Background: an optimization exercise with open tools, aiming at small area, a short achievable clock period and few clock cycles per item. Do not read the settings as production practice.
RTL that was checked went through simulation tests only; none was proved equivalent to the original.
No functional check of the RTL was part of run 1.

==> flow/design.v, too long to show whole: its modules and the start of the top module <==
// module sqrt_fa: 4 lines
// module sqrt_ha: 4 lines
// module sqrt_bp: 3 lines
// module sqrt_gc: 3 lines
// module sqrt_bc: 4 lines
// module sqrt_s1: 498 lines
// module sqrt_s2: 192 lines
// module sqrt_mpt: 54 lines
// module sqrt_s3: 1379 lines
// module sqrt_s4: 519 lines
// module SquareRoot: 89 lines
module SquareRoot(
    input clk,
    input rst,
    input in_valid,
    input [31:0] floating_point_in,
    output out_valid,
    output [31:0] result
);
  // ...
==> flow/flow/run.sh <==
#!/bin/bash
# The standard layout, except that the port buffers use buf_1 instead of the
# clkdlybuf4s50_1 that buffer_ports picks by default (smaller and faster).
set -euo pipefail
export BUFFER_PORTS_ARGS="-buffer_cell sky130_fd_sc_hd__buf_1"
bash standard.sh synth > synth.log 2>&1
bash standard.sh > layout.log 2>&1
==> flow/standard.sh <==
#!/bin/bash
# synth_recipe.tcl (not shown) runs the flow's synth.tcl, then flattens the netlist and writes it again
# the make line also repeats each setting of config.mk as NAME=value (left out here)
make -C /OpenROAD-flow-scripts/flow DESIGN_CONFIG=/design/flow/config.mk WORK_HOME=/design/flow/orfs CLKGATE_MAP_FILE= SYNTH_SCRIPT=/design/flow/synth_recipe.tcl "${@:-finish}"
==> flow/config.mk <==
export PLATFORM = sky130hd
export DESIGN_NAME = SquareRoot
export DESIGN_NICKNAME = SquareRoot
export VERILOG_FILES = /design/flow/design.v
export SDC_FILE = /design/flow/constraint.sdc
export NUM_CORES = 4
export LEC_CHECK = 0
export CAP_MARGIN = 0
export CORE_MARGIN = 2
export CORE_UTILIZATION = 40
export GPL_TIMING_DRIVEN = 0
export SLEW_MARGIN = 0
export SYNTH_HIERARCHICAL = 1
export SYNTH_MINIMUM_KEEP_SIZE = 0
==> flow/constraint.sdc <==
create_clock -name core_clock -period 35.0 [get_ports {clk}]
set_input_delay 7.0000 -clock core_clock [delete_from_list [all_inputs] [get_ports {clk}]]
set_output_delay 7.0000 -clock core_clock [all_outputs]
set_load 0.01 [all_outputs]
==> impl_metrics.toml, run 1 <==
[cells_and_area]
stdcell_count = 4018
multi_input_area_sq_um = 23800
seq_share_pct = 11.7
inverters = 230
signal_buffer_area_fraction_pct = 3.92
drive_gt1_share_pct = 7.49
seq_area_sq_um = 3680
fillers = 7225

[cts]
root_buffer = "clkbuf_16"
numCtsBuffers = 17
ctsHoldBuffers = 0

[timing]
setup_viol = 0
fmax_mhz = 126
finalHoldViolCount = 0
fin_skew_ps = 19.5
setup_tns_ps = 0

[critical_path]
crit_family = "flip-flops"
crit_arrival_ps = 920
cp-endpoint = "result[15]"
rrSetupSlack_ps = 27630

[global_route]
grt.met2_usage_pct = 37.1
grtUsageTotal_pct = 23.2
grt_max_degree = 20

[hold_path]
min_from = "e0_b_q$_DFF_P_"

[floorplan]
rows = 99
taps = 959
io_pins = 68
start_util_pct = 40.3

[synth]
yosysSeqAreaShare_pct = 12.5
post-synth-top-count-cell = "fa_1"
synth.top_cells.by_area = "fa_1 (41%), dfxtp_1 (13%), ha_1 (7.5%)"
syn_inst = 2961
synthAdderAreaFrac_pct = 48.8
synth-simple-area-share_pct = 16.0
ys_top_cells_by_count = "fa_1 (606), nand2_1 (487), inv_1 (224), a21o_1 (188), dfxtp_1 (184)"

[placed_design]
gp_congestion = 0.970
dp_hpwl_um = 67900

[route]
drt_iter0_drc = 1804
vias = 21900
ant_nets = 0

[run_status]
outcome = "complete, no violations"
==> module sqrt_s2, before the edit <==
module sqrt_s2(input [17:0] ar, output [16:0] d);
wire neg = ar[17];
wire az = (ar[8:0] == 9'd0);
wire [6:0] a2 = (ar[15:9] ^ {7{neg}}) + {6'd0, neg & az};
wire [5:0] t3;
wire sq_0_1 = a2[0] & a2[1];
wire sq_0_2 = a2[0] & a2[2];
wire sq_0_3 = a2[0] & a2[3];
wire sq_0_4 = a2[0] & a2[4];
wire sq_0_5 = a2[0] & a2[5];
wire sq_0_6 = a2[0] & a2[6];
wire sq_1_2 = a2[1] & a2[2];
wire sq_1_3 = a2[1] & a2[3];
wire sq_1_4 = a2[1] & a2[4];
wire sq_1_5 = a2[1] & a2[5];
wire sq_1_6 = a2[1] & a2[6];
wire sq_2_3 = a2[2] & a2[3];
wire sq_2_4 = a2[2] & a2[4];
wire sq_2_5 = a2[2] & a2[5];
wire sq_2_6 = a2[2] & a2[6];
wire sq_3_4 = a2[3] & a2[4];
wire sq_3_5 = a2[3] & a2[5];
wire sq_3_6 = a2[3] & a2[6];
wire sq_4_5 = a2[4] & a2[5];
wire sq_4_6 = a2[4] & a2[6];
wire sq_5_6 = a2[5] & a2[6];
wire t2q_1, t2q_2;
sqrt_ha t2q_1_c(.a(sq_0_5), .b(sq_1_4), .s(t2q_1), .co(t2q_2));
wire t2q_3, t2q_4;
sqrt_ha t2q_3_c(.a(sq_0_6), .b(sq_1_5), .s(t2q_3), .co(t2q_4));
wire t2q_5, t2q_6;
sqrt_fa t2q_5_c(.a(sq_1_6), .b(sq_2_5), .c(sq_3_4), .s(t2q_5), .co(t2q_6));
wire t2q_7, t2q_8;
sqrt_ha t2q_7_c(.a(sq_0_3), .b(sq_1_2), .s(t2q_7), .co(t2q_8));
wire t2q_9, t2q_10;
sqrt_ha t2q_9_c(.a(sq_0_4), .b(sq_1_3), .s(t2q_9), .co(t2q_10));
wire t2q_11, t2q_12;
sqrt_fa t2q_11_c(.a(sq_2_3), .b(a2[3]), .c(t2q_1), .s(t2q_11), .co(t2q_12));
wire t2q_13, t2q_14;
sqrt_fa t2q_13_c(.a(sq_2_4), .b(t2q_3), .c(t2q_2), .s(t2q_13), .co(t2q_14));
wire t2q_15, t2q_16;
sqrt_fa t2q_15_c(.a(a2[4]), .b(t2q_5), .c(t2q_4), .s(t2q_15), .co(t2q_16));
wire t2q_17, t2q_18;
sqrt_fa t2q_17_c(.a(sq_2_6), .b(sq_3_5), .c(t2q_6), .s(t2q_17), .co(t2q_18));
wire t2q_19, t2q_20;
sqrt_fa t2q_19_c(.a(sq_3_6), .b(sq_4_5), .c(a2[5]), .s(t2q_19), .co(t2q_20));
wire t2q_21 = sq_0_1 & a2[1];
wire t2q_22 = sq_0_1 | a2[1];
wire t2q_23 = a2[2] & t2q_7;
wire t2q_24 = a2[2] | t2q_7;
wire t2q_25 = t2q_9 & t2q_8;
wire t2q_26 = t2q_9 | t2q_8;
wire t2q_27 = t2q_11 & t2q_10;
wire t2q_28 = t2q_11 | t2q_10;
wire t2q_29 = t2q_13 & t2q_12;
wire t2q_30 = t2q_13 | t2q_12;
wire t2q_31 = t2q_15 & t2q_14;
wire t2q_32 = t2q_15 ^ t2q_14;
wire t2q_33 = t2q_17 & t2q_16;
wire t2q_34 = t2q_17 ^ t2q_16;
wire t2q_35 = t2q_19 & t2q_18;
wire t2q_36 = t2q_19 ^ t2q_18;
wire t2q_37 = sq_4_6 & t2q_20;
wire t2q_38 = sq_4_6 ^ t2q_20;
wire t2q_39 = sq_5_6 & a2[6];
wire t2q_40 = sq_5_6 ^ a2[6];
wire t2q_41 = sq_0_2 & t2q_21;
wire t2q_42 = sq_0_2 & t2q_22;
wire t2q_43, t2q_44;
sqrt_bc t2q_43_c(.gh(t2q_25), .ph(t2q_26), .gl(t2q_23), .pl(t2q_24), .g(t2q_43), .p(t2q_44));
wire t2q_45, t2q_46;
sqrt_bc t2q_45_c(.gh(t2q_29), .ph(t2q_30), .gl(t2q_27), .pl(t2q_28), .g(t2q_45), .p(t2q_46));
wire t2q_47, t2q_48;
sqrt_bc t2q_47_c(.gh(t2q_45), .ph(t2q_46), .gl(t2q_43), .pl(t2q_44), .g(t2q_47), .p(t2q_48));
wire t2q_49;
sqrt_gc t2q_49_c(.gh(t2q_47), .ph(t2q_48), .gl(t2q_41), .g(t2q_49));
wire t2q_50;
sqrt_gc t2q_50_c(.gh(t2q_31), .ph(t2q_32), .gl(t2q_49), .g(t2q_50));
wire t2q_51, t2q_52;
sqrt_bc t2q_51_c(.gh(t2q_35), .ph(t2q_36), .gl(t2q_33), .pl(t2q_34), .g(t2q_51), .p(t2q_52));
wire t2q_53, t2q_54;
sqrt_bc t2q_53_c(.gh(t2q_39), .ph(t2q_40), .gl(t2q_37), .pl(t2q_38), .g(t2q_53), .p(t2q_54));
wire t2q_55;
sqrt_gc t2q_55_c(.gh(t2q_51), .ph(t2q_52), .gl(t2q_50), .g(t2q_55));
wire t2q_56;
sqrt_gc t2q_56_c(.gh(t2q_53), .ph(t2q_54), .gl(t2q_55), .g(t2q_56));
wire t2q_57;
sqrt_gc t2q_57_c(.gh(t2q_33), .ph(t2q_34), .gl(t2q_50), .g(t2q_57));
wire t2q_58;
sqrt_gc t2q_58_c(.gh(t2q_37), .ph(t2q_38), .gl(t2q_55), .g(t2q_58));
assign t3 = {t2q_56, (t2q_40 ^ t2q_58), (t2q_38 ^ t2q_55), (t2q_36 ^ t2q_57), (t2q_34 ^ t2q_50), (t2q_32 ^ t2q_49)};
wire nb = neg & ar[0];
wire t2d_1, t2d_2;
sqrt_ha t2d_1_c(.a(ar[1]), .b(nb), .s(t2d_1), .co(t2d_2));
wire t2d_3, t2d_4;
sqrt_fa t2d_3_c(.a(ar[2]), .b(~t3[1]), .c(t2d_2), .s(t2d_3), .co(t2d_4));
wire t2d_5 = ar[3] ^ ~t3[2];
wire t2d_6 = ar[3] & ~t3[2];
wire t2d_7 = ar[4] ^ ~t3[3];
wire t2d_8 = ar[4] & ~t3[3];
wire t2d_9 = ar[5] ^ ~t3[4];
wire t2d_10 = ar[5] & ~t3[4];
wire t2d_11 = ar[6] ^ ~t3[5];
wire t2d_12 = ar[6] & ~t3[5];
wire t2d_13 = t2d_1 & t3[0];
wire t2d_14 = t2d_1 ^ t3[0];
wire t2d_15 = t2d_3 & ~t3[0];
wire t2d_16 = t2d_3 ^ ~t3[0];
wire t2d_17 = t2d_5 & t2d_4;
wire t2d_18 = t2d_5 ^ t2d_4;
wire t2d_19 = t2d_7 & t2d_6;
wire t2d_20 = t2d_7 ^ t2d_6;
wire t2d_21 = t2d_9 & t2d_8;
wire t2d_22 = t2d_9 ^ t2d_8;
wire t2d_23 = t2d_11 & t2d_10;
wire t2d_24 = t2d_11 ^ t2d_10;
wire t2d_25 = ~ar[7] & t2d_12;
wire t2d_26 = ~ar[7] ^ t2d_12;
wire t2d_27 = ~ar[8] & ar[7];
wire t2d_28 = ~ar[8] ^ ar[7];
wire t2d_29 = ~ar[9] & ar[8];
wire t2d_30 = ~ar[9] ^ ar[8];
wire t2d_31 = ~ar[10] & ar[9];
wire t2d_32 = ~ar[10] ^ ar[9];
wire t2d_33 = ~ar[11] & ar[10];
wire t2d_34 = ~ar[11] ^ ar[10];
wire t2d_35 = ~ar[12] & ar[11];
wire t2d_36 = ~ar[12] ^ ar[11];
wire t2d_37 = ~ar[13] & ar[12];
wire t2d_38 = ~ar[13] ^ ar[12];
wire t2d_39 = ~ar[14] & ar[13];
wire t2d_40 = ~ar[14] ^ ar[13];
wire t2d_41 = ~ar[15] & ar[14];
wire t2d_42 = ~ar[15] ^ ar[14];
wire t2d_43 = ~ar[16] & ar[15];
wire t2d_44 = ~ar[16] ^ ar[15];
wire t2d_45 = ~ar[17] & ar[16];
wire t2d_46 = ~ar[17] ^ ar[16];
wire t2d_47, t2d_48;
sqrt_bc t2d_47_c(.gh(t2d_17), .ph(t2d_18), .gl(t2d_15), .pl(t2d_16), .g(t2d_47), .p(t2d_48));
wire t2d_49, t2d_50;
sqrt_bc t2d_49_c(.gh(t2d_21), .ph(t2d_22), .gl(t2d_19), .pl(t2d_20), .g(t2d_49), .p(t2d_50));
wire t2d_51, t2d_52;
sqrt_bc t2d_51_c(.gh(t2d_25), .ph(t2d_26), .gl(t2d_23), .pl(t2d_24), .g(t2d_51), .p(t2d_52));
wire t2d_53, t2d_54;
sqrt_bc t2d_53_c(.gh(t2d_29), .ph(t2d_30), .gl(t2d_27), .pl(t2d_28), .g(t2d_53), .p(t2d_54));
wire t2d_55, t2d_56;
sqrt_bc t2d_55_c(.gh(t2d_33), .ph(t2d_34), .gl(t2d_31), .pl(t2d_32), .g(t2d_55), .p(t2d_56));
wire t2d_57, t2d_58;
sqrt_bc t2d_57_c(.gh(t2d_37), .ph(t2d_38), .gl(t2d_35), .pl(t2d_36), .g(t2d_57), .p(t2d_58));
wire t2d_59, t2d_60;
sqrt_bc t2d_59_c(.gh(t2d_41), .ph(t2d_42), .gl(t2d_39), .pl(t2d_40), .g(t2d_59), .p(t2d_60));
wire t2d_61;
sqrt_gc t2d_61_c(.gh(t2d_47), .ph(t2d_48), .gl(t2d_13), .g(t2d_61));
wire t2d_62, t2d_63;
sqrt_bc t2d_62_c(.gh(t2d_51), .ph(t2d_52), .gl(t2d_49), .pl(t2d_50), .g(t2d_62), .p(t2d_63));
wire t2d_64, t2d_65;
sqrt_bc t2d_64_c(.gh(t2d_55), .ph(t2d_56), .gl(t2d_53), .pl(t2d_54), .g(t2d_64), .p(t2d_65));
wire t2d_66, t2d_67;
sqrt_bc t2d_66_c(.gh(t2d_59), .ph(t2d_60), .gl(t2d_57), .pl(t2d_58), .g(t2d_66), .p(t2d_67));
wire t2d_68;
sqrt_gc t2d_68_c(.gh(t2d_62), .ph(t2d_63), .gl(t2d_61), .g(t2d_68));
wire t2d_69, t2d_70;
sqrt_bc t2d_69_c(.gh(t2d_66), .ph(t2d_67), .gl(t2d_64), .pl(t2d_65), .g(t2d_69), .p(t2d_70));
wire t2d_71;
sqrt_gc t2d_71_c(.gh(t2d_69), .ph(t2d_70), .gl(t2d_68), .g(t2d_71));
wire t2d_72;
sqrt_gc t2d_72_c(.gh(t2d_64), .ph(t2d_65), .gl(t2d_68), .g(t2d_72));
wire t2d_73;
sqrt_gc t2d_73_c(.gh(t2d_49), .ph(t2d_50), .gl(t2d_61), .g(t2d_73));
wire t2d_74;
sqrt_gc t2d_74_c(.gh(t2d_53), .ph(t2d_54), .gl(t2d_68), .g(t2d_74));
wire t2d_75;
sqrt_gc t2d_75_c(.gh(t2d_57), .ph(t2d_58), .gl(t2d_72), .g(t2d_75));
wire t2d_76;
sqrt_gc t2d_76_c(.gh(t2d_15), .ph(t2d_16), .gl(t2d_13), .g(t2d_76));
wire t2d_77;
sqrt_gc t2d_77_c(.gh(t2d_19), .ph(t2d_20), .gl(t2d_61), .g(t2d_77));
wire t2d_78;
sqrt_gc t2d_78_c(.gh(t2d_23), .ph(t2d_24), .gl(t2d_73), .g(t2d_78));
wire t2d_79;
sqrt_gc t2d_79_c(.gh(t2d_27), .ph(t2d_28), .gl(t2d_68), .g(t2d_79));
wire t2d_80;
sqrt_gc t2d_80_c(.gh(t2d_31), .ph(t2d_32), .gl(t2d_74), .g(t2d_80));
wire t2d_81;
sqrt_gc t2d_81_c(.gh(t2d_35), .ph(t2d_36), .gl(t2d_72), .g(t2d_81));
wire t2d_82;
sqrt_gc t2d_82_c(.gh(t2d_39), .ph(t2d_40), .gl(t2d_75), .g(t2d_82));
wire t2d_83;
sqrt_gc t2d_83_c(.gh(t2d_43), .ph(t2d_44), .gl(t2d_71), .g(t2d_83));
assign d = {(t2d_46 ^ t2d_83), (t2d_44 ^ t2d_71), (t2d_42 ^ t2d_82), (t2d_40 ^ t2d_75), (t2d_38 ^ t2d_81), (t2d_36 ^ t2d_72), (t2d_34 ^ t2d_80), (t2d_32 ^ t2d_74), (t2d_30 ^ t2d_79), (t2d_28 ^ t2d_68), (t2d_26 ^ t2d_78), (t2d_24 ^ t2d_73), (t2d_22 ^ t2d_77), (t2d_20 ^ t2d_61), (t2d_18 ^ t2d_76), (t2d_16 ^ t2d_13), t2d_14};
endmodule
==> inputs of run 2 (changes only) <==
--- a/flow/design.v
+++ b/flow/design.v
@@ -18,4 +18,19 @@
     assign p = ph & pl;
 endmodule
+module sqrt_g2_1(input a, input b, output y);
+    assign y = (~a & ~b);
+endmodule
+module sqrt_g2_2(input a, input b, output y);
+    assign y = (~a & b);
+endmodule
+module sqrt_g2_4(input a, input b, output y);
+    assign y = (a & ~b);
+endmodule
+module sqrt_g2_7(input a, input b, output y);
+    assign y = (~a & ~b) | (~a & b) | (a & ~b);
+endmodule
+module sqrt_g2_e(input a, input b, output y);
+    assign y = (~a & b) | (a & ~b) | (a & b);
+endmodule
 module sqrt_s1(input [22:0] m, output [17:0] ar);
 wire [5:0] idx = m[22:17];
@@ -241,7 +256,9 @@
 sqrt_fa t1_65_c(.a(pp1_2_3), .b(pp1_3_2), .c(pp1_4_1), .s(t1_65), .co(t1_66));
 wire t1_67 = ~(pp1_5_0 ^ t1_1);
-wire t1_68 = pp1_5_0 | t1_1;
+wire t1_68;
+sqrt_g2_e t1_68_c(.a(pp1_5_0), .b(t1_1), .y(t1_68));
 wire t1_69 = ~(pp1_5_1 ^ pp1_6_0);
-wire t1_70 = pp1_5_1 | pp1_6_0;
+wire t1_70;
+sqrt_g2_e t1_70_c(.a(pp1_5_1), .b(pp1_6_0), .y(t1_70));
 wire t1_71, t1_72;
 sqrt_fa t1_71_c(.a(t1_3), .b(t1_5), .c(t1_2), .s(t1_71), .co(t1_72));
@@ -287,5 +304,6 @@
 sqrt_fa t1_111_c(.a(t1_45), .b(t1_40), .c(t1_42), .s(t1_111), .co(t1_112));
 wire t1_113 = ~(t1_47 ^ t1_49);
-wire t1_114 = t1_47 | t1_49;
+wire t1_114;
+sqrt_g2_e t1_114_c(.a(t1_47), .b(t1_49), .y(t1_114));
 wire t1_115, t1_116;
 sqrt_fa t1_115_c(.a(t1_51), .b(t1_44), .c(t1_46), .s(t1_115), .co(t1_116));
@@ -307,7 +325,9 @@
 sqrt_ha t1_131_c(.a(pp1_0_2), .b(pp1_1_1), .s(t1_131), .co(t1_132));
 wire t1_133 = ~(pp1_2_1 ^ pp1_3_0);
-wire t1_134 = pp1_2_1 | pp1_3_0;
+wire t1_134;
+sqrt_g2_e t1_134_c(.a(pp1_2_1), .b(pp1_3_0), .y(t1_134));
 wire t1_135 = ~(t1_61 ^ t1_63);
-wire t1_136 = t1_61 | t1_63;
+wire t1_136;
+sqrt_g2_e t1_136_c(.a(t1_61), .b(t1_63), .y(t1_136));
 wire t1_137, t1_138;
 sqrt_fa t1_137_c(.a(t1_65), .b(t1_67), .c(t1_62), .s(t1_137), .co(t1_138));
@@ -349,5 +369,6 @@
 sqrt_ha t1_173_c(.a(pp1_0_1), .b(pp1_1_0), .s(t1_173), .co(t1_174));
 wire t1_175 = ~(pp1_2_0 ^ t1_131);
-wire t1_176 = pp1_2_0 | t1_131;
+wire t1_176;
+sqrt_g2_e t1_176_c(.a(pp1_2_0), .b(t1_131), .y(t1_176));
 wire t1_177, t1_178;
 sqrt_fa t1_177_c(.a(t1_59), .b(t1_133), .c(t1_132), .s(t1_177), .co(t1_178));
@@ -393,5 +414,6 @@
 sqrt_fa t1_217_c(.a(yl[15]), .b(c1[6]), .c(t1_172), .s(t1_217), .co(t1_218));
 wire t1_219 = ~(yl[16] ^ c1[7]);
-wire t1_220 = yl[16] | c1[7];
+wire t1_220;
+sqrt_g2_e t1_220_c(.a(yl[16]), .b(c1[7]), .y(t1_220));
 wire t1_221 = t1_175 & t1_174;
 wire t1_222 = t1_175 | t1_174;
@@ -440,6 +462,7 @@
 wire t1_265 = t1_219 & t1_218;
 wire t1_266 = t1_219 ^ t1_218;
-wire t1_267 = ~c1[8] & t1_220;
-wire t1_268 = ~c1[8] ^ t1_220;
+wire t1_267;
+sqrt_g2_2 t1_267_c(.a(c1[8]), .b(t1_220), .y(t1_267));
+wire t1_268 = ~(c1[8] ^ t1_220);
 wire t1_269;
 sqrt_gc t1_269_c(.gh(t1_173), .ph(~t1_173), .gl(pp1_0_0), .g(t1_269));
@@ -612,16 +635,21 @@
 wire t2d_3, t2d_4;
 sqrt_fa t2d_3_c(.a(ar[2]), .b(~t3[1]), .c(t2d_2), .s(t2d_3), .co(t2d_4));
-wire t2d_5 = ar[3] ^ ~t3[2];
-wire t2d_6 = ar[3] & ~t3[2];
-wire t2d_7 = ar[4] ^ ~t3[3];
-wire t2d_8 = ar[4] & ~t3[3];
-wire t2d_9 = ar[5] ^ ~t3[4];
-wire t2d_10 = ar[5] & ~t3[4];
-wire t2d_11 = ar[6] ^ ~t3[5];
-wire t2d_12 = ar[6] & ~t3[5];
+wire t2d_5 = ~(ar[3] ^ t3[2]);
+wire t2d_6;
+sqrt_g2_4 t2d_6_c(.a(ar[3]), .b(t3[2]), .y(t2d_6));
+wire t2d_7 = ~(ar[4] ^ t3[3]);
+wire t2d_8;
+sqrt_g2_4 t2d_8_c(.a(ar[4]), .b(t3[3]), .y(t2d_8));
+wire t2d_9 = ~(ar[5] ^ t3[4]);
+wire t2d_10;
+sqrt_g2_4 t2d_10_c(.a(ar[5]), .b(t3[4]), .y(t2d_10));
+wire t2d_11 = ~(ar[6] ^ t3[5]);
+wire t2d_12;
+sqrt_g2_4 t2d_12_c(.a(ar[6]), .b(t3[5]), .y(t2d_12));
 wire t2d_13 = t2d_1 & t3[0];
 wire t2d_14 = t2d_1 ^ t3[0];
-wire t2d_15 = t2d_3 & ~t3[0];
-wire t2d_16 = t2d_3 ^ ~t3[0];
+wire t2d_15;
+sqrt_g2_4 t2d_15_c(.a(t2d_3), .b(t3[0]), .y(t2d_15));
+wire t2d_16 = ~(t2d_3 ^ t3[0]);
 wire t2d_17 = t2d_5 & t2d_4;
 wire t2d_18 = t2d_5 ^ t2d_4;
@@ -632,26 +660,37 @@
 wire t2d_23 = t2d_11 & t2d_10;
 wire t2d_24 = t2d_11 ^ t2d_10;
-wire t2d_25 = ~ar[7] & t2d_12;
-wire t2d_26 = ~ar[7] ^ t2d_12;
-wire t2d_27 = ~ar[8] & ar[7];
-wire t2d_28 = ~ar[8] ^ ar[7];
-wire t2d_29 = ~ar[9] & ar[8];
-wire t2d_30 = ~ar[9] ^ ar[8];
-wire t2d_31 = ~ar[10] & ar[9];
-wire t2d_32 = ~ar[10] ^ ar[9];
-wire t2d_33 = ~ar[11] & ar[10];
-wire t2d_34 = ~ar[11] ^ ar[10];
-wire t2d_35 = ~ar[12] & ar[11];
-wire t2d_36 = ~ar[12] ^ ar[11];
-wire t2d_37 = ~ar[13] & ar[12];
-wire t2d_38 = ~ar[13] ^ ar[12];
-wire t2d_39 = ~ar[14] & ar[13];
-wire t2d_40 = ~ar[14] ^ ar[13];
-wire t2d_41 = ~ar[15] & ar[14];
-wire t2d_42 = ~ar[15] ^ ar[14];
-wire t2d_43 = ~ar[16] & ar[15];
-wire t2d_44 = ~ar[16] ^ ar[15];
-wire t2d_45 = ~ar[17] & ar[16];
-wire t2d_46 = ~ar[17] ^ ar[16];
+wire t2d_25;
+sqrt_g2_2 t2d_25_c(.a(ar[7]), .b(t2d_12), .y(t2d_25));
+wire t2d_26 = ~(ar[7] ^ t2d_12);
+wire t2d_27;
+sqrt_g2_2 t2d_27_c(.a(ar[8]), .b(ar[7]), .y(t2d_27));
+wire t2d_28 = ~(ar[8] ^ ar[7]);
+wire t2d_29;
+sqrt_g2_2 t2d_29_c(.a(ar[9]), .b(ar[8]), .y(t2d_29));
+wire t2d_30 = ~(ar[9] ^ ar[8]);
+wire t2d_31;
+sqrt_g2_2 t2d_31_c(.a(ar[10]), .b(ar[9]), .y(t2d_31));
+wire t2d_32 = ~(ar[10] ^ ar[9]);
+wire t2d_33;
+sqrt_g2_2 t2d_33_c(.a(ar[11]), .b(ar[10]), .y(t2d_33));
+wire t2d_34 = ~(ar[11] ^ ar[10]);
+wire t2d_35;
+sqrt_g2_2 t2d_35_c(.a(ar[12]), .b(ar[11]), .y(t2d_35));
+wire t2d_36 = ~(ar[12] ^ ar[11]);
+wire t2d_37;
+sqrt_g2_2 t2d_37_c(.a(ar[13]), .b(ar[12]), .y(t2d_37));
+wire t2d_38 = ~(ar[13] ^ ar[12]);
+wire t2d_39;
+sqrt_g2_2 t2d_39_c(.a(ar[14]), .b(ar[13]), .y(t2d_39));
+wire t2d_40 = ~(ar[14] ^ ar[13]);
+wire t2d_41;
+sqrt_g2_2 t2d_41_c(.a(ar[15]), .b(ar[14]), .y(t2d_41));
+wire t2d_42 = ~(ar[15] ^ ar[14]);
+wire t2d_43;
+sqrt_g2_2 t2d_43_c(.a(ar[16]), .b(ar[15]), .y(t2d_43));
+wire t2d_44 = ~(ar[16] ^ ar[15]);
+wire t2d_45;
+sqrt_g2_2 t2d_45_c(.a(ar[17]), .b(ar[16]), .y(t2d_45));
+wire t2d_46 = ~(ar[17] ^ ar[16]);
 wire t2d_47, t2d_48;
 sqrt_bc t2d_47_c(.gh(t2d_17), .ph(t2d_18), .gl(t2d_15), .pl(t2d_16), .g(t2d_47), .p(t2d_48));
@@ -1169,18 +1208,22 @@
 wire pp3_16_24 = mp[24] & d[16];
 wire pp3_16_25 = mp[25] & d[16];
-wire t3_1 = ~(~pp3_0_13 ^ ~pp3_1_12);
-wire t3_2 = ~(~pp3_0_13 & ~pp3_1_12);
+wire t3_1 = ~(pp3_0_13 ^ pp3_1_12);
+wire t3_2;
+sqrt_g2_e t3_2_c(.a(pp3_0_13), .b(pp3_1_12), .y(t3_2));
 wire t3_3, t3_4;
 sqrt_fa t3_3_c(.a(pp3_0_14), .b(pp3_1_13), .c(pp3_2_12), .s(t3_3), .co(t3_4));
-wire t3_5 = ~(~pp3_3_11 ^ ~pp3_4_10);
-wire t3_6 = ~(~pp3_3_11 & ~pp3_4_10);
+wire t3_5 = ~(pp3_3_11 ^ pp3_4_10);
+wire t3_6;
+sqrt_g2_e t3_6_c(.a(pp3_3_11), .b(pp3_4_10), .y(t3_6));
 wire t3_7, t3_8;
 sqrt_fa t3_7_c(.a(pp3_0_15), .b(pp3_1_14), .c(pp3_2_13), .s(t3_7), .co(t3_8));
 wire t3_9, t3_10;
 sqrt_fa t3_9_c(.a(pp3_3_12), .b(pp3_4_11), .c(pp3_5_10), .s(t3_9), .co(t3_10));
-wire t3_11 = ~(~pp3_6_9 ^ ~pp3_7_8);
-wire t3_12 = ~(~pp3_6_9 & ~pp3_7_8);
+wire t3_11 = ~(pp3_6_9 ^ pp3_7_8);
+wire t3_12;
+sqrt_g2_e t3_12_c(.a(pp3_6_9), .b(pp3_7_8), .y(t3_12));
 wire t3_13 = ~(pp3_0_16 ^ pp3_1_15);
-wire t3_14 = ~(pp3_0_16 & pp3_1_15);
+wire t3_14;
+sqrt_g2_7 t3_14_c(.a(pp3_0_16), .b(pp3_1_15), .y(t3_14));
 wire t3_15, t3_16;
 sqrt_fa t3_15_c(.a(pp3_2_14), .b(pp3_3_13), .c(pp3_4_12), .s(t3_15), .co(t3_16));
@@ -1245,6 +1288,7 @@
 wire t3_75, t3_76;
 sqrt_fa t3_75_c(.a(pp3_9_14), .b(pp3_10_13), .c(pp3_11_12), .s(t3_75), .co(t3_76));
-wire t3_77 = ~(~pp3_12_11 ^ ~pp3_13_10);
-wire t3_78 = ~(~pp3_12_11 & ~pp3_13_10);
+wire t3_77 = ~(pp3_12_11 ^ pp3_13_10);
+wire t3_78;
+sqrt_g2_e t3_78_c(.a(pp3_12_11), .b(pp3_13_10), .y(t3_78));
 wire t3_79, t3_80;
 sqrt_fa t3_79_c(.a(pp3_0_24), .b(pp3_1_23), .c(pp3_2_22), .s(t3_79), .co(t3_80));
@@ -1275,6 +1319,7 @@
 wire t3_105, t3_106;
 sqrt_fa t3_105_c(.a(pp3_10_16), .b(pp3_11_15), .c(pp3_12_14), .s(t3_105), .co(t3_106));
-wire t3_107 = ~(~pp3_13_13 ^ ~pp3_14_12);
-wire t3_108 = ~(~pp3_13_13 & ~pp3_14_12);
+wire t3_107 = ~(pp3_13_13 ^ pp3_14_12);
+wire t3_108;
+sqrt_g2_e t3_108_c(.a(pp3_13_13), .b(pp3_14_12), .y(t3_108));
 wire t3_109, t3_110;
 sqrt_fa t3_109_c(.a(pp3_2_25), .b(pp3_3_24), .c(pp3_4_23), .s(t3_109), .co(t3_110));
@@ -1285,6 +1330,7 @@
 wire t3_115, t3_116;
 sqrt_fa t3_115_c(.a(pp3_11_16), .b(pp3_12_15), .c(pp3_13_14), .s(t3_115), .co(t3_116));
-wire t3_117 = ~(~pp3_14_13 ^ ~pp3_15_12);
-wire t3_118 = ~(~pp3_14_13 & ~pp3_15_12);
+wire t3_117 = ~(pp3_14_13 ^ pp3_15_12);
+wire t3_118;
+sqrt_g2_e t3_118_c(.a(pp3_14_13), .b(pp3_15_12), .y(t3_118));
 wire t3_119, t3_120;
 sqrt_fa t3_119_c(.a(pp3_3_25), .b(pp3_4_24), .c(pp3_5_23), .s(t3_119), .co(t3_120));
@@ -1307,18 +1353,21 @@
 wire t3_137, t3_138;
 sqrt_fa t3_137_c(.a(pp3_6_25), .b(pp3_7_24), .c(pp3_8_23), .s(t3_137), .co(t3_138));
-wire t3_139 = ~(~pp3_0_8 ^ ~pp3_1_7);
-wire t3_140 = ~(~pp3_0_8 & ~pp3_1_7);
+wire t3_139 = ~(pp3_0_8 ^ pp3_1_7);
+wire t3_140;
+sqrt_g2_e t3_140_c(.a(pp3_0_8), .b(pp3_1_7), .y(t3_140));
 wire t3_141, t3_142;
 sqrt_fa t3_141_c(.a(pp3_0_9), .b(pp3_1_8), .c(pp3_2_7), .s(t3_141), .co(t3_142));
 wire t3_143, t3_144;
 sqrt_fa t3_143_c(.a(pp3_0_10), .b(pp3_1_9), .c(pp3_2_8), .s(t3_143), .co(t3_144));
-wire t3_145 = ~(~pp3_3_7 ^ ~pp3_4_6);
-wire t3_146 = ~(~pp3_3_7 & ~pp3_4_6);
+wire t3_145 = ~(pp3_3_7 ^ pp3_4_6);
+wire t3_146;
+sqrt_g2_e t3_146_c(.a(pp3_3_7), .b(pp3_4_6), .y(t3_146));
 wire t3_147, t3_148;
 sqrt_fa t3_147_c(.a(pp3_0_11), .b(pp3_1_10), .c(pp3_2_9), .s(t3_147), .co(t3_148));
 wire t3_149, t3_150;
 sqrt_fa t3_149_c(.a(pp3_3_8), .b(pp3_4_7), .c(pp3_5_6), .s(t3_149), .co(t3_150));
-wire t3_151 = ~(~pp3_6_5 ^ ~pp3_7_4);
-wire t3_152 = ~(~pp3_6_5 & ~pp3_7_4);
+wire t3_151 = ~(pp3_6_5 ^ pp3_7_4);
+wire t3_152;
+sqrt_g2_e t3_152_c(.a(pp3_6_5), .b(pp3_7_4), .y(t3_152));
 wire t3_153, t3_154;
 sqrt_fa t3_153_c(.a(pp3_0_12), .b(pp3_1_11), .c(pp3_2_10), .s(t3_153), .co(t3_154));
@@ -1327,6 +1376,7 @@
 wire t3_157, t3_158;
 sqrt_fa t3_157_c(.a(pp3_6_6), .b(pp3_7_5), .c(pp3_8_4), .s(t3_157), .co(t3_158));
-wire t3_159 = ~(~pp3_9_3 ^ ~pp3_10_2);
-wire t3_160 = ~(~pp3_9_3 & ~pp3_10_2);
+wire t3_159 = ~(pp3_9_3 ^ pp3_10_2);
+wire t3_160;
+sqrt_g2_e t3_160_c(.a(pp3_9_3), .b(pp3_10_2), .y(t3_160));
 wire t3_161, t3_162;
 sqrt_fa t3_161_c(.a(pp3_2_11), .b(pp3_3_10), .c(pp3_4_9), .s(t3_161), .co(t3_162));
@@ -1502,13 +1552,16 @@
 sqrt_fa t3_331_c(.a(pp3_10_25), .b(pp3_11_24), .c(pp3_12_23), .s(t3_331), .co(t3_332));
 wire t3_333 = ~(pp3_2_6 ^ pp3_3_5);
-wire t3_334 = ~(pp3_2_6 & pp3_3_5);
-wire t3_335 = ~(~pp3_4_4 ^ ~pp3_5_3);
-wire t3_336 = ~(~pp3_4_4 & ~pp3_5_3);
+wire t3_334;
+sqrt_g2_7 t3_334_c(.a(pp3_2_6), .b(pp3_3_5), .y(t3_334));
+wire t3_335 = ~(pp3_4_4 ^ pp3_5_3);
+wire t3_336;
+sqrt_g2_e t3_336_c(.a(pp3_4_4), .b(pp3_5_3), .y(t3_336));
 wire t3_337, t3_338;
 sqrt_fa t3_337_c(.a(pp3_3_6), .b(pp3_4_5), .c(pp3_5_4), .s(t3_337), .co(t3_338));
 wire t3_339, t3_340;
 sqrt_fa t3_339_c(.a(pp3_6_3), .b(pp3_7_2), .c(pp3_8_1), .s(t3_339), .co(t3_340));
-wire t3_341 = ~(~pp3_9_0 ^ ~t3_141);
-wire t3_342 = ~(~pp3_9_0 & ~t3_141);
+wire t3_341 = ~(pp3_9_0 ^ t3_141);
+wire t3_342;
+sqrt_g2_e t3_342_c(.a(pp3_9_0), .b(t3_141), .y(t3_342));
 wire t3_343, t3_344;
 sqrt_fa t3_343_c(.a(pp3_5_5), .b(pp3_6_4), .c(pp3_7_3), .s(t3_343), .co(t3_344));
@@ -1683,6 +1736,7 @@
 wire t3_513, t3_514;
 sqrt_fa t3_513_c(.a(t3_140), .b(t3_337), .c(t3_339), .s(t3_513), .co(t3_514));
-wire t3_515 = ~(~t3_341 ^ ~t3_336);
-wire t3_516 = ~(~t3_341 & ~t3_336);
+wire t3_515 = ~(t3_341 ^ t3_336);
+wire t3_516;
+sqrt_g2_e t3_516_c(.a(t3_341), .b(t3_336), .y(t3_516));
 wire t3_517, t3_518;
 sqrt_fa t3_517_c(.a(t3_343), .b(t3_345), .c(t3_347), .s(t3_517), .co(t3_518));
@@ -1807,6 +1861,7 @@
 wire t3_637, t3_638;
 sqrt_fa t3_637_c(.a(pp3_15_25), .b(pp3_16_24), .c(~d[13]), .s(t3_637), .co(t3_638));
-wire t3_639 = ~(~t3_139 ^ ~t3_335);
-wire t3_640 = ~(~t3_139 & ~t3_335);
+wire t3_639 = ~(t3_139 ^ t3_335);
+wire t3_640;
+sqrt_g2_e t3_640_c(.a(t3_139), .b(t3_335), .y(t3_640));
 wire t3_641, t3_642;
 sqrt_fa t3_641_c(.a(t3_513), .b(t3_515), .c(t3_512), .s(t3_641), .co(t3_642));
@@ -1876,7 +1931,9 @@
 sqrt_fa t3_705_c(.a(~pp3_16_25), .b(d[14]), .c(mp[18]), .s(t3_705), .co(t3_706));
 wire t3_707 = ~(d[15] ^ mp[19]);
-wire t3_708 = ~(d[15] & mp[19]);
-wire t3_709 = ~(~t3_511 ^ ~t3_639);
-wire t3_710 = ~(~t3_511 & ~t3_639);
+wire t3_708;
+sqrt_g2_7 t3_708_c(.a(d[15]), .b(mp[19]), .y(t3_708));
+wire t3_709 = ~(t3_511 ^ t3_639);
+wire t3_710;
+sqrt_g2_e t3_710_c(.a(t3_511), .b(t3_639), .y(t3_710));
 wire t3_711, t3_712;
 sqrt_fa t3_711_c(.a(~t3_334), .b(t3_641), .c(t3_640), .s(t3_711), .co(t3_712));
@@ -1945,6 +2002,7 @@
 wire t3_775, t3_776;
 sqrt_fa t3_775_c(.a(t3_638), .b(~t3_705), .c(t3_704), .s(t3_775), .co(t3_776));
-wire t3_777 = ~(~(~t3_707 ^ t3_706));
-wire t3_778 = ~(~t3_707 | t3_706);
+wire t3_777 = ~(t3_707 ^ t3_706);
+wire t3_778;
+sqrt_g2_4 t3_778_c(.a(t3_707), .b(t3_706), .y(t3_778));
 wire t3_779, t3_780;
 sqrt_fa t3_779_c(.a(d[16]), .b(~mp[20]), .c(t3_708), .s(t3_779), .co(t3_780));
@@ -1987,48 +2045,70 @@
 wire t3_817 = ~t3_745 & ~t3_744;
 wire t3_818 = ~t3_745 | ~t3_744;
-wire t3_819 = ~t3_747 & ~t3_746;
-wire t3_820 = ~t3_747 ^ ~t3_746;
-wire t3_821 = ~t3_749 & ~t3_748;
-wire t3_822 = ~t3_749 ^ ~t3_748;
-wire t3_823 = ~t3_751 & ~t3_750;
-wire t3_824 = ~t3_751 ^ ~t3_750;
-wire t3_825 = ~t3_753 & ~t3_752;
-wire t3_826 = ~t3_753 ^ ~t3_752;
-wire t3_827 = ~t3_755 & ~t3_754;
-wire t3_828 = ~t3_755 ^ ~t3_754;
-wire t3_829 = ~t3_757 & ~t3_756;
-wire t3_830 = ~t3_757 ^ ~t3_756;
-wire t3_831 = ~t3_759 & ~t3_758;
-wire t3_832 = ~t3_759 ^ ~t3_758;
-wire t3_833 = ~t3_761 & ~t3_760;
-wire t3_834 = ~t3_761 ^ ~t3_760;
-wire t3_835 = ~t3_763 & ~t3_762;
-wire t3_836 = ~t3_763 ^ ~t3_762;
-wire t3_837 = ~t3_765 & ~t3_764;
-wire t3_838 = ~t3_765 ^ ~t3_764;
-wire t3_839 = ~t3_767 & ~t3_766;
-wire t3_840 = ~t3_767 ^ ~t3_766;
-wire t3_841 = ~t3_769 & ~t3_768;
-wire t3_842 = ~t3_769 ^ ~t3_768;
-wire t3_843 = ~t3_771 & ~t3_770;
-wire t3_844 = ~t3_771 ^ ~t3_770;
-wire t3_845 = ~t3_773 & ~t3_772;
-wire t3_846 = ~t3_773 ^ ~t3_772;
-wire t3_847 = ~t3_775 & ~t3_774;
-wire t3_848 = ~t3_775 ^ ~t3_774;
-wire t3_849 = ~t3_777 & ~t3_776;
-wire t3_850 = ~t3_777 ^ ~t3_776;
-wire t3_851 = ~t3_779 & ~t3_778;
-wire t3_852 = ~t3_779 ^ ~t3_778;
-wire t3_853 = ~mp[21] & ~t3_780;
-wire t3_854 = ~mp[21] ^ ~t3_780;
-wire t3_855 = ~mp[22] & mp[21];
-wire t3_856 = ~mp[22] ^ mp[21];
-wire t3_857 = ~mp[23] & mp[22];
-wire t3_858 = ~mp[23] ^ mp[22];
-wire t3_859 = ~mp[24] & mp[23];
-wire t3_860 = ~mp[24] ^ mp[23];
-wire t3_861 = ~mp[25] & mp[24];
-wire t3_862 = ~mp[25] ^ mp[24];
+wire t3_819;
+sqrt_g2_1 t3_819_c(.a(t3_747), .b(t3_746), .y(t3_819));
+wire t3_820 = t3_747 ^ t3_746;
+wire t3_821;
+sqrt_g2_1 t3_821_c(.a(t3_749), .b(t3_748), .y(t3_821));
+wire t3_822 = t3_749 ^ t3_748;
+wire t3_823;
+sqrt_g2_1 t3_823_c(.a(t3_751), .b(t3_750), .y(t3_823));
+wire t3_824 = t3_751 ^ t3_750;
+wire t3_825;
+sqrt_g2_1 t3_825_c(.a(t3_753), .b(t3_752), .y(t3_825));
+wire t3_826 = t3_753 ^ t3_752;
+wire t3_827;
+sqrt_g2_1 t3_827_c(.a(t3_755), .b(t3_754), .y(t3_827));
+wire t3_828 = t3_755 ^ t3_754;
+wire t3_829;
+sqrt_g2_1 t3_829_c(.a(t3_757), .b(t3_756), .y(t3_829));
+wire t3_830 = t3_757 ^ t3_756;
+wire t3_831;
+sqrt_g2_1 t3_831_c(.a(t3_759), .b(t3_758), .y(t3_831));
+wire t3_832 = t3_759 ^ t3_758;
+wire t3_833;
+sqrt_g2_1 t3_833_c(.a(t3_761), .b(t3_760), .y(t3_833));
+wire t3_834 = t3_761 ^ t3_760;
+wire t3_835;
+sqrt_g2_1 t3_835_c(.a(t3_763), .b(t3_762), .y(t3_835));
+wire t3_836 = t3_763 ^ t3_762;
+wire t3_837;
+sqrt_g2_1 t3_837_c(.a(t3_765), .b(t3_764), .y(t3_837));
+wire t3_838 = t3_765 ^ t3_764;
+wire t3_839;
+sqrt_g2_1 t3_839_c(.a(t3_767), .b(t3_766), .y(t3_839));
+wire t3_840 = t3_767 ^ t3_766;
+wire t3_841;
+sqrt_g2_1 t3_841_c(.a(t3_769), .b(t3_768), .y(t3_841));
+wire t3_842 = t3_769 ^ t3_768;
+wire t3_843;
+sqrt_g2_1 t3_843_c(.a(t3_771), .b(t3_770), .y(t3_843));
+wire t3_844 = t3_771 ^ t3_770;
+wire t3_845;
+sqrt_g2_1 t3_845_c(.a(t3_773), .b(t3_772), .y(t3_845));
+wire t3_846 = t3_773 ^ t3_772;
+wire t3_847;
+sqrt_g2_1 t3_847_c(.a(t3_775), .b(t3_774), .y(t3_847));
+wire t3_848 = t3_775 ^ t3_774;
+wire t3_849;
+sqrt_g2_1 t3_849_c(.a(t3_777), .b(t3_776), .y(t3_849));
+wire t3_850 = t3_777 ^ t3_776;
+wire t3_851;
+sqrt_g2_1 t3_851_c(.a(t3_779), .b(t3_778), .y(t3_851));
+wire t3_852 = t3_779 ^ t3_778;
+wire t3_853;
+sqrt_g2_1 t3_853_c(.a(mp[21]), .b(t3_780), .y(t3_853));
+wire t3_854 = mp[21] ^ t3_780;
+wire t3_855;
+sqrt_g2_2 t3_855_c(.a(mp[22]), .b(mp[21]), .y(t3_855));
+wire t3_856 = ~(mp[22] ^ mp[21]);
+wire t3_857;
+sqrt_g2_2 t3_857_c(.a(mp[23]), .b(mp[22]), .y(t3_857));
+wire t3_858 = ~(mp[23] ^ mp[22]);
+wire t3_859;
+sqrt_g2_2 t3_859_c(.a(mp[24]), .b(mp[23]), .y(t3_859));
+wire t3_860 = ~(mp[24] ^ mp[23]);
+wire t3_861;
+sqrt_g2_2 t3_861_c(.a(mp[25]), .b(mp[24]), .y(t3_861));
+wire t3_862 = ~(mp[25] ^ mp[24]);
 wire t3_863;
 sqrt_gc t3_863_c(.gh(t3_783), .ph(t3_784), .gl(t3_781), .g(t3_863));
@@ -2224,5 +2304,6 @@
 sqrt_fa t4_79_c(.a(g[1]), .b(t4_3), .c(t4_2), .s(t4_79), .co(t4_80));
 wire t4_81 = ~(g[2] ^ gn[0]);
-wire t4_82 = g[2] | gn[0];
+wire t4_82;
+sqrt_g2_e t4_82_c(.a(g[2]), .b(gn[0]), .y(t4_82));
 wire t4_83, t4_84;
 sqrt_fa t4_83_c(.a(t4_5), .b(t4_7), .c(t4_4), .s(t4_83), .co(t4_84));
@@ -2244,5 +2325,6 @@
 sqrt_fa t4_99_c(.a(t4_23), .b(t4_18), .c(t4_20), .s(t4_99), .co(t4_100));
 wire t4_101 = ~(t4_25 ^ t4_27);
-wire t4_102 = t4_25 | t4_27;
+wire t4_102;
+sqrt_g2_e t4_102_c(.a(t4_25), .b(t4_27), .y(t4_102));
 wire t4_103, t4_104;
 sqrt_fa t4_103_c(.a(t4_29), .b(t4_22), .c(t4_24), .s(t4_103), .co(t4_104));
@@ -2256,13 +2338,16 @@
 sqrt_fa t4_111_c(.a(t4_32), .b(t4_34), .c(g[2]), .s(t4_111), .co(t4_112));
 wire t4_113 = ~(g[4] ^ t4_39);
-wire t4_114 = g[4] | t4_39;
+wire t4_114;
+sqrt_g2_e t4_114_c(.a(g[4]), .b(t4_39), .y(t4_114));
 wire t4_115, t4_116;
 sqrt_fa t4_115_c(.a(t4_41), .b(t4_36), .c(t4_38), .s(t4_115), .co(t4_116));
 wire t4_117 = ~(g[5] ^ t4_43);
-wire t4_118 = g[5] | t4_43;
+wire t4_118;
+sqrt_g2_e t4_118_c(.a(g[5]), .b(t4_43), .y(t4_118));
 wire t4_119, t4_120;
 sqrt_fa t4_119_c(.a(t4_45), .b(t4_40), .c(t4_42), .s(t4_119), .co(t4_120));
 wire t4_121 = ~(g[6] ^ t4_47);
-wire t4_122 = g[6] | t4_47;
+wire t4_122;
+sqrt_g2_e t4_122_c(.a(g[6]), .b(t4_47), .y(t4_122));
 wire t4_123, t4_124;
 sqrt_fa t4_123_c(.a(t4_49), .b(t4_44), .c(t4_46), .s(t4_123), .co(t4_124));
@@ -2278,5 +2363,6 @@
 sqrt_fa t4_133_c(.a(g[17]), .b(g[15]), .c(gn[13]), .s(t4_133), .co(t4_134));
 wire t4_135 = ~(gn[11] ^ g[9]);
-wire t4_136 = gn[11] | g[9];
+wire t4_136;
+sqrt_g2_e t4_136_c(.a(gn[11]), .b(g[9]), .y(t4_136));
 wire t4_137, t4_138;
 sqrt_fa t4_137_c(.a(g[18]), .b(g[16]), .c(gn[14]), .s(t4_137), .co(t4_138));
@@ -2370,5 +2456,6 @@
 sqrt_fa t4_225_c(.a(g[14]), .b(t4_153), .c(t4_150), .s(t4_225), .co(t4_226));
 wire t4_227 = ~(g[15] ^ t4_155);
-wire t4_228 = g[15] | t4_155;
+wire t4_228;
+sqrt_g2_e t4_228_c(.a(g[15]), .b(t4_155), .y(t4_228));
 wire t4_229, t4_230;
 sqrt_fa t4_229_c(.a(gn[20]), .b(gn[18]), .c(g[16]), .s(t4_229), .co(t4_230));
@@ -2450,7 +2537,9 @@
 sqrt_fa t4_305_c(.a(t4_156), .b(t4_229), .c(t4_228), .s(t4_305), .co(t4_306));
 wire t4_307 = ~(t4_231 ^ t4_230);
-wire t4_308 = t4_231 | t4_230;
+wire t4_308;
+sqrt_g2_e t4_308_c(.a(t4_231), .b(t4_230), .y(t4_308));
 wire t4_309 = ~(t4_233 ^ t4_232);
-wire t4_310 = t4_233 | t4_232;
+wire t4_310;
+sqrt_g2_e t4_310_c(.a(t4_233), .b(t4_232), .y(t4_310));
 wire t4_311, t4_312;
 sqrt_fa t4_311_c(.a(gn[21]), .b(g[19]), .c(t4_234), .s(t4_311), .co(t4_312));
==> flow/flow/run.sh (replaced) <==
#!/bin/bash
# The standard layout, except: port buffers use buf_1 instead of the clkdlybuf4s50_1
# that buffer_ports picks by default (smaller and faster), and clock tree synthesis uses
# larger sink clusters (fewer, more heavily loaded leaf buffers) for a shorter insertion delay.
set -euo pipefail
export BUFFER_PORTS_ARGS="-buffer_cell sky130_fd_sc_hd__buf_1"
export CTS_ARGS="-sink_clustering_enable -repair_clock_nets -sink_clustering_size 64 -sink_clustering_max_diameter 300 -sink_buffer_max_cap_derate 1.0 -root_buf sky130_fd_sc_hd__clkbuf_16 -buf_list sky130_fd_sc_hd__clkbuf_16"
bash standard.sh synth > synth.log 2>&1
bash standard.sh > layout.log 2>&1
--- a/flow/config.mk
+++ b/flow/config.mk
@@ -6,9 +6,8 @@
 export NUM_CORES = 4
 export LEC_CHECK = 0
-export CAP_MARGIN = 0
+export CAP_MARGIN = 20
 export CORE_MARGIN = 2
 export CORE_UTILIZATION = 40
-export GPL_TIMING_DRIVEN = 0
-export SLEW_MARGIN = 0
+export SLEW_MARGIN = 20
 export SYNTH_HIERARCHICAL = 1
 export SYNTH_MINIMUM_KEEP_SIZE = 0
==> impl_metrics.toml, run 2 <==
[run_status]
outcome = "complete, no violations"

[synth]
syn_inst = 2940
syn_area_sq_um = 29100
ys_top_cells_by_count = "fa_1 (606), nand2_1 (584), a21o_1 (189), dfxtp_1 (184), and2_1 (147)"
synth-simple-area-share_pct = 17.9
synth.avg_cell_area_sq_um = 9.89
yosys.area_share.xor_xnor_pct = 5.41
synth_top_area_share_pct = 41.7
synth_top_family_by_area = "adder cells"
yosysSeqAreaShare_pct = 12.7
synth_edf_count = 0
post-synth-top-count-cell = "fa_1"
ys_ff_latch = 184
synth.mux.area_fraction_pct = 2.05
synth_nets = 3689
synth-compound-area-share_pct = 10.9
synthAdderAreaFrac_pct = 46.4
synthFlopType = "dfxtp_1"
synth.top_cells.by_area = "fa_1 (42%), dfxtp_1 (13%), nand2_1 (7.5%)"
ys_warn_count = 7
synth.distinct_cells = 96
async_flop_share_pct = 0
synth_top_area_cell = "fa_1"

[timing]
fin_crit_sh_pct = 22.7
fmax_mhz = 126
finalHoldViolCount = 0
fin_skew_ps = 27.7
setup_viol = 0
relSlewSlack_pct = 19.6
slew_violations = 0
rsz0062_at_grt = "no"
worst_slew_pin_slew_ps = 1200
whs_ps = 326
setup_tns_ps = 0
period_needed_ps = 7950

[floorplan]
core_area_sq_um = 71700
rows = 98
start_util_pct = 40.5
die_y_um = 274
die_w_um = 274
die-area_sq_um = 74900
io_pins = 68

[cts]
insertion_delay_ps = 480
clockBufferDepth = 2
ctsHoldBuffers = 0
clk_transition_reported_paths_ps = 70
post_cts.repair.setup_buffers = 0
root_buffer = "clkbuf_16"
cts_tree = "built"
numCtsBuffers = 17
clock-sinks = 184
cts-resized-gates = 0
h-tree-depth = 4

[critical_path]
startpoint = "res_o_q[28]$_DFF_P_"
crit_path_end_kind = "primary output"
cp_num_buf_inv = 1
slowest_stage = "dfxtp_1"
cp.required_ps = 28000
critical_path.startpoint_type = "flop"
cpPeakStageDelay_ps = 320
crit_family = "flip-flops"
crit_chain = "buf_1"
r2r_start = "x_x_q[17]$_DFF_P_"
cp_max_fo = 1
path_class = "reg2out"
crit_arrival_ps = 950

[placed_design]
dp_hpwl_um = 56700
gp_congestion = 0.901
portBuffers = 66

[route]
drc = 0
vias = 21200
wire_per_inst_um = 20.2
firstDrtPassIters = 11
wirelength_um = 77800
drt_iter0_drc = 1624
via_per_inst = 5.51
ant_nets = 0

[cells_and_area]
final_cell_mix = "fa_1 (606), nand2_1 (584), a21o_1 (189)"
top_register = "x_x_q"
fillers = 6923
mostFrequentLayoutCell = "fa_1"
top_regs = "x_x_q x32, res_o_q x31, mp_b_q x26"
largest_reg_flops = 32
area_growth_pct = 4.96
drive_gt1_share_pct = 5.00
final_nets = 3635

[global_route]
grt_max_degree = 71
grtUsageTotal_pct = 21.5
grt_pass1_wl_um = 127000
antenna_found_initial = 2
first_global_vias = 23400
grt_remaining_overflow = 0

[flow_run]
max_cap_viol_count = 0

[hold_path]
hp-class = "reg2reg"
min_from = "eo_b_q[5]$_DFF_P_"
[run 2: logic make-up after synthesis]
group           after synthesis
compound gates              443
mux                          49
simple gates               1079
fa+ha+maj                   714
other cells                   1
buf+inv                     295
xor+xnor                    175
flops                       184
[run 2: path summary, 6_finish.rpt]
path / slack [ps] / to / cells past startpoint
worst min register to register: 330 / eo_c_q[5]$_DFF_P_ / 0
worst max register to register: 27610 / ar_a_q[14]$_DFF_P_ / 23
worst max-delay path: 27050 / result[28] / 1
worst min-delay path: 330 / eo_c_q[5]$_DFF_P_ / 0
[run 2: layer usage]
metal | global-route usage, % | routed length (um) | up-vias
met5 | 0 | 24 | -
met4 | 6.41 | 2090 | 4
met3 | 4.35 | 5750 | 157
met2 | 36.6 | 38200 | 892
met1 | 27.7 | 31700 | 10800
li1 | - | - | 9363
[run 2: stage by stage]
step | std cells | setup WS, ps | utilization, % | area (sq um)
finish | 3850 | 27050 | 42.5 | 30500
global route | 3849 | 26990 | 42.5 | 30500
CTS | 3849 | 27000 | 42.5 | 30500
detailed placement | 3817 | 27540 | 41.7 | 29900
global placement | 3817 | 27560 | 41.7 | 29900
floorplan | 2940 | 27670 | - | 29100
[run 2: final cells by class]
class                   count  area (sq um)  share of cell area [%]
clock inverters            15           206                   0.677
inverters                 115           432                    1.41
flip-flops and latches    184          3690                    12.1
clock buffers              17           425                    1.39
well taps                 950          1190                    3.90
diodes                      1          2.50                 0.00820
repair buffers            107           556                    1.82
multi-input cells        2461         24000                    78.7
[run 2: per-module statistics from Yosys (local to each module, per instance)]
module      cells  times used
sqrt_s3       653           1
SquareRoot    291           1
sqrt_mpt      394           1
sqrt_g2_1       1          18
sqrt_s4       120           1
sqrt_ha         1          27
sqrt_g2_4       1           6
sqrt_g2_e       1          31
sqrt_fa         1         606
sqrt_bc         2          92
sqrt_gc         1          93
sqrt_g2_7       1           3
sqrt_g2_2       1          13
sqrt_s1       384           1
sqrt_s2       117           1
Testbench counts of run 2, summed over its fixed seeds: cycles 16,040, items 16,000.
==> inputs of run 3 (changes only) <==
==> flow/flow/run.sh (replaced) <==
#!/bin/bash
# The standard layout, except that the port buffers use buf_1 instead of the
# clkdlybuf4s50_1 that buffer_ports picks by default (smaller and faster).
set -euo pipefail
export BUFFER_PORTS_ARGS="-buffer_cell sky130_fd_sc_hd__buf_1"
bash standard.sh synth > synth.log 2>&1
bash standard.sh > layout.log 2>&1
==> impl_metrics.toml, run 3 <==
[run_status]
outcome = "complete, no violations"

[critical_path]
cp.required_ps = 28000
cp_max_fo = 1
worstRegToRegCells = 23
slowest_stage = "dfxtp_1"
crit_path_end_kind = "primary output"
cp_num_cells = 1
cp_num_buf_inv = 1
crit_family = "flip-flops"
critical_path.startpoint_type = "flop"
crit_chain = "buf_1"
cpPeakStageDelay_ps = 320
crit_arrival_ps = 950
path_class = "reg2out"

[floorplan]
die_w_um = 274
core_area_sq_um = 71700
die_y_um = 274
rows = 98
die-area_sq_um = 74900
start_util_pct = 40.5
io_pins = 68

[synth]
ys_ff_latch = 184
synth.avg_cell_area_sq_um = 9.89
synth_top_area_share_pct = 41.7
async_flop_share_pct = 0
synth_top_area_cell = "fa_1"
syn_inst = 2940
synth_edf_count = 0
synth_nets = 3689
synthFlopType = "dfxtp_1"
synth.distinct_cells = 96
synth.top_cells.by_area = "fa_1 (42%), dfxtp_1 (13%), nand2_1 (7.5%)"
ys_top_cells_by_count = "fa_1 (606), nand2_1 (584), a21o_1 (189), dfxtp_1 (184), and2_1 (147)"
post-synth-top-count-cell = "fa_1"
ys_warn_count = 7
yosysSeqAreaShare_pct = 12.7
syn_area_sq_um = 29100

[timing]
setup_viol = 0
setup_tns_ps = 0
fin_skew_ps = 28.9
rsz0062_at_grt = "no"
whs_ps = 326
relSlewSlack_pct = 20.6
period_needed_ps = 7950
fin_crit_sh_pct = 22.7
finalHoldViolCount = 0
slew_violations = 0
fmax_mhz = 126
worst_slew_pin_slew_ps = 1190

[cts]
h-tree-depth = 4
insertion_delay_ps = 480
cts_tree = "built"
ctsHoldBuffers = 0
post_cts.repair.setup_buffers = 0
clockBufferDepth = 2
cts-resized-gates = 0
clock-sinks = 184
clk_transition_reported_paths_ps = 70
numCtsBuffers = 17
root_buffer = "clkbuf_16"

[placed_design]
portBuffers = 66
dp_hpwl_um = 56700
gp_congestion = 0.901

[cells_and_area]
top_register = "x_x_q"
largest_reg_flops = 32
top_regs = "x_x_q x32, res_o_q x31, mp_b_q x26"
drive_gt1_share_pct = 5.04
mostFrequentLayoutCell = "fa_1"
final_nets = 3635
area_growth_pct = 5.00
final_cell_mix = "fa_1 (606), nand2_1 (584), a21o_1 (189)"

[global_route]
grt_pass1_wl_um = 127000
grtUsageTotal_pct = 21.5
first_global_vias = 23400
grt_remaining_overflow = 0
antenna_found_initial = 2
grt_max_degree = 71

[route]
wire_per_inst_um = 20.2
drt_iter0_drc = 1650
firstDrtPassIters = 5
wirelength_um = 77600
ant_nets = 0
drc = 0
via_per_inst = 5.52
vias = 21300

[flow_run]
max_cap_viol_count = 0

[hold_path]
hp-class = "reg2reg"
hold_depth = 0
==> run 3: cell counts after synthesis <==
Identical to the previous run, type by type.
==> run 3: layer usage <==
metal  GRT usage [%]  share of wire [%]  up-vias
met5               0              0.031        -
li1                -                  -     9375
met1            27.7                 41    10800
met4            6.41                2.3        4
met2            36.6                 49      883
met3            4.37                7.2      152
==> run 3: final timing paths <==
path	slack, ps	startpoint	to
max	27050	res_o_q[28]$_DFF_P_	result[28]
min	330	eo_b_q[5]$_DFF_P_	eo_c_q[5]$_DFF_P_
max reg2reg	27580	x_x_q[17]$_DFF_P_	ar_a_q[14]$_DFF_P_
min reg2reg	330	eo_b_q[5]$_DFF_P_	eo_c_q[5]$_DFF_P_
==> run 3: area by class of cell <==
cell class / instances / area [sq um]
fill: 6927 / 41200
multi-input combinational: 2461 / 24000
sequential: 184 / 3690
tap: 950 / 1190
timing repair buffer: 107 / 556
clock buffer: 18 / 439
inverter: 115 / 432
clock inverter: 14 / 203
antenna: 1 / 2.50
==> run 3: cell families after synthesis <==
| group | after synthesis | synth area share (%) |
|---|---|---|
| other | 1 | 0.0129 |
| adder cells (fa/ha/maj) | 714 | 46.4 |
| AND/OR/NAND/NOR | 1079 | 17.9 |
| AO/OA/AOI/OAI | 443 | 10.9 |
| flip-flops | 184 | 12.7 |
| multiplexers | 49 | 2.05 |
| buffers and inverters | 295 | 4.73 |
| XOR/XNOR | 175 | 5.41 |
==> run 3: modules after synthesis, one instance, submodules excluded, excerpt <==
module / times used / flip-flops and latches
SquareRoot: 1 / 184
sqrt_fa: 606 / 0
sqrt_g2_e: 31 / 0
sqrt_bc: 92 / 0
sqrt_mpt: 1 / 0
sqrt_ha: 27 / 0
sqrt_g2_1: 18 / 0
sqrt_s1: 1 / 0
sqrt_s2: 1 / 0
sqrt_g2_4: 6 / 0
sqrt_s4: 1 / 0
sqrt_g2_7: 3 / 0
==> run 3: stage by stage <==
step | cell area (sq um) | utilization (%) | worst slack, ps | instances
3_3_place_gp | 29900 | 41.7 | 27560 | 3817
3_5_place_dp | 29900 | 41.7 | 27540 | 3817
5_1_grt | 30500 | 42.6 | 26990 | 3849
6_report | 30500 | 42.6 | 27050 | 3850
2_1_floorplan | 29100 | - | 27670 | 2940
4_1_cts | 30500 | 42.5 | 27000 | 3849

## separate check: timing with driven ports
The results above use ideal ports. As a check the final layouts listed here were re-extracted and re-timed, cells and wires unchanged.
Step 1 (the two cells are an assumption about what drives the block):
set clk [get_ports {clk}]
set_driving_cell -lib_cell sky130_fd_sc_hd__clkbuf_16 $clk
set_driving_cell -lib_cell sky130_fd_sc_hd__buf_2 [delete_from_list [all_inputs] $clk]
Step 2 moves the port delays by t, midway between the first and last clock arrival at a register: inputs arrive t later, outputs are due t later. That takes back most of the time a late clock gives input paths.
a / b / c = ideal / step 1 / step 2; a / b = the first two.
| run | shift t [ns] | setup slack, ns | worst setup path at the end | clock arrival spread, ns | cell pins on the clock port's net |
|---|---|---|---|---|---|
| run 1 | 0.518 | 27.076 / 27.014 / 27.531 | register to output | 0.023 / 0.023 | 1 |
| run 2 | 0.526 | 27.048 / 26.993 / 27.519 | register to output | 0.029 / 0.029 | 1 |
| run 3 | 0.524 | 27.049 / 26.994 / 27.519 | register to output | 0.029 / 0.029 | 1 |
After both steps setup and hold are still met in every run listed.
